Source: an optimization exercise on an open RTL-to-GDS flow (aim: small area, a short achievable clock period and few clock cycles). Production flows keep margins and buffers that such runs may drop. Where RTL was checked, it was by simulation tests only, not by an equivalence proof against the original.

## P
==> flow/design.v (excerpt) <==
module fundamental_milestone (
		input logic Clock_50,
		input logic Resetn,
		input logic m1_enable,
		input logic [15:0] SRAM_read_data,
		output logic [15:0] SRAM_write_data,
		output logic SRAM_we_n,
		output logic [17:0] SRAM_address,
		output logic m1_disable
		);
export LEC_CHECK = 0
export CAP_MARGIN = 20
export CORE_MARGIN = 2
export CORE_UTILIZATION = 40
export CTS_CLUSTER_DIAMETER = 70
export CTS_CLUSTER_SIZE = 36
export PLACE_DENSITY = 0.6
export SLEW_MARGIN = 20
export SYNTH_HIERARCHICAL = 1
export SYNTH_MINIMUM_KEEP_SIZE = 0
export SETUP_SLACK_MARGIN = 11.8
create_clock -name core_clock -period 16.0 [get_ports {Clock_50}]
standard.sh (not shown) runs the stock make flow with config.mk's settings and CLKGATE_MAP_FILE= SYNTH_SCRIPT=/design/flow/synth_recipe.tcl, a recipe that flattens the netlist after the stock synthesis.
==> flow/flow/run.sh <==
#!/bin/bash
set -euo pipefail
cat >> config.mk <<'EOC'
export SETUP_SLACK_MARGIN = 11.8
EOC
bash standard.sh > standard.log 2>&1
### P -> Q
diff --git a/flow/design.v b/flow/design.v
--- a/flow/design.v
+++ b/flow/design.v
@@ -94,18 +94,18 @@
 assign SRAM_we_n = ~we;
 logic [16:0] up;
 logic [16:0] ya;       
 logic [17:0] wp;
 logic [17:0] inc;
 logic [7:0]  us0, us1, us2, us3, us4, us5, us6;    
 logic [7:0]  vs0, vs1, vs2, vs3, vs4, vs5, vs6;    
-logic [15:0] ybuf;       
+logic [15:0] ybuf;
 logic        u_en, u_ld, v_en, v_ld;    
 logic [9:0]  fv;                
-logic [7:0]  px_y;       
+logic [7:0]  px_y;
 logic [9:0]  px_u, px_v;        
 logic [10:0] r_a, r_b, g_a, g_b, b_a, b_b;
 logic        r_c, g_c, b_c;
 logic [8:0]  p1, p2, p3;        
 logic [7:0]  hold;
 wire ya_0 = up[1] ^ 1'b1;
 wire ya_1 = up[1] & 1'b1;
@@ -608,15 +608,14 @@
 wire fi_233 = fi_212 | (fi_213 & fi_161);
 wire fi_234 = fi_184 ^ fi_233;
 wire fi_235 = fi_214 | (fi_215 & fi_161);
 wire fi_236 = fi_187 ^ fi_235;
 wire fi_237 = fi_216 | (fi_217 & fi_161);
 wire fi_238 = 1'b1 ^ fi_237;
 assign fout = {fi_238, fi_236, fi_234, fi_232, fi_230, fi_228, fi_226, fi_224, fi_222, fi_220};
-assign px_y = ybuf[15:8];
 logic [10:0] r_a_d, r_b_d, g_a_d, g_b_d, b_a_d, b_b_d;
 logic        r_c_d, g_c_d, b_c_d;
 wire cr_0, cr_1;
 m1_fa u_cr_0 (.a(px_y[4]), .b(px_y[2]), .c(px_y[0]), .s(cr_0), .co(cr_1));
 wire cr_2, cr_3;
 m1_fa u_cr_2 (.a(px_y[5]), .b(px_y[3]), .c(px_y[1]), .s(cr_2), .co(cr_3));
 wire cr_4, cr_5;
@@ -1600,15 +1599,14 @@
 			4'd1, 4'd6: SRAM_address <= wp;
 			default: SRAM_address <= inc;
 		endcase
 		if (ph == 4'd0) up <= inc[16:0];
 		if ((ph == 4'd4 || ph == 4'd9) && wr_en) wp <= inc;
 	end
 	if (ph == 4'd3 || ph == 4'd7) ybuf <= SRAM_read_data;
-	else if (ph == 4'd0 || ph == 4'd5) ybuf[15:8] <= ybuf[7:0];
 	u_en <= (ph == 4'd1) || (ph == 4'd3);
 	u_ld <= (ph == 4'd1);
 	v_en <= (ph == 4'd0) || (ph == 4'd7);
 	v_ld <= (ph == 4'd7);
 	if (u_en) begin
 		us0 <= us1; us1 <= us2; us2 <= us3; us3 <= us4; us4 <= us5;
 		us5 <= u_ld ? SRAM_read_data[15:8] : us6;
@@ -1618,17 +1616,17 @@
 		vs0 <= vs1; vs1 <= vs2; vs2 <= vs3; vs3 <= vs4; vs4 <= vs5;
 		vs5 <= v_ld ? SRAM_read_data[15:8] : vs6;
 		vs6 <= SRAM_read_data[7:0];
 	end
 	p1 <= p1_d; p2 <= p2_d; p3 <= p3_d;
 	if (ph == 4'd2 || ph == 4'd8) fv <= fout;
 	case (ph)
-		4'd9, 4'd4: begin px_u <= {2'b00, us2}; px_v <= {2'b00, vs1}; end
-		4'd0, 4'd5: begin px_u <= fout;          px_v <= fv; end
-		default:    begin                        px_v <= fv; end
+		4'd9, 4'd4: begin px_y <= ybuf[15:8]; px_u <= {2'b00, us2}; px_v <= {2'b00, vs1}; end
+		4'd0, 4'd5: begin px_y <= ybuf[7:0];  px_u <= fout;          px_v <= fv; end
+		default:    begin px_y <= ybuf[7:0];                          px_v <= fv; end
 	endcase
 	r_a <= r_a_d; r_b <= r_b_d; r_c <= r_c_d;
 	g_a <= g_a_d; g_b <= g_b_d; g_c <= g_c_d;
 	b_a <= b_a_d; b_b <= b_b_d; b_c <= b_c_d;
 	case (ph)
 		4'd1, 4'd6: begin SRAM_write_data <= {q_r, q_g}; hold <= q_b; end
 		4'd2, 4'd7: SRAM_write_data <= {hold, q_r};
==> comparison <==
Taking P as the reference, in Q fraction of the mapped netlist area in compound gates lower, synthesized cell area lost about 1%. The lower finished layout cell area came out of Q. P has a lower clock buffer instance count of the final layout than Q. Summary: with P as the reference, multi-input logic area in Q moved down by a few percent.
Testbench counts of Q, summed over its fixed seeds: cycles 1,536,200.
The RTL of P was laid out without a check of its function.

static timing again, ports no longer ideal:
The results above use ideal ports. As a check the final layouts listed here were re-extracted and re-timed, cells and wires unchanged. Step 1 assumes that a clkbuf_16 drives the clock port and a buf_2 every other input. Step 2, shift: input delay + t, output delay - t, t = (earliest + latest rising clock arrival at the registers) / 2. This alone moves slack from input paths to output paths. Three values: no drivers, after step 1, after step 2; two values: the first two.
run	t (ns)	setup slack, ns	pins driven straight from the clock port
P	0.645	11.683 / 11.627 / 11.709	1
Q	0.643	11.728 / 11.667 / 11.737	1
After both steps setup and hold are still met in every run listed.
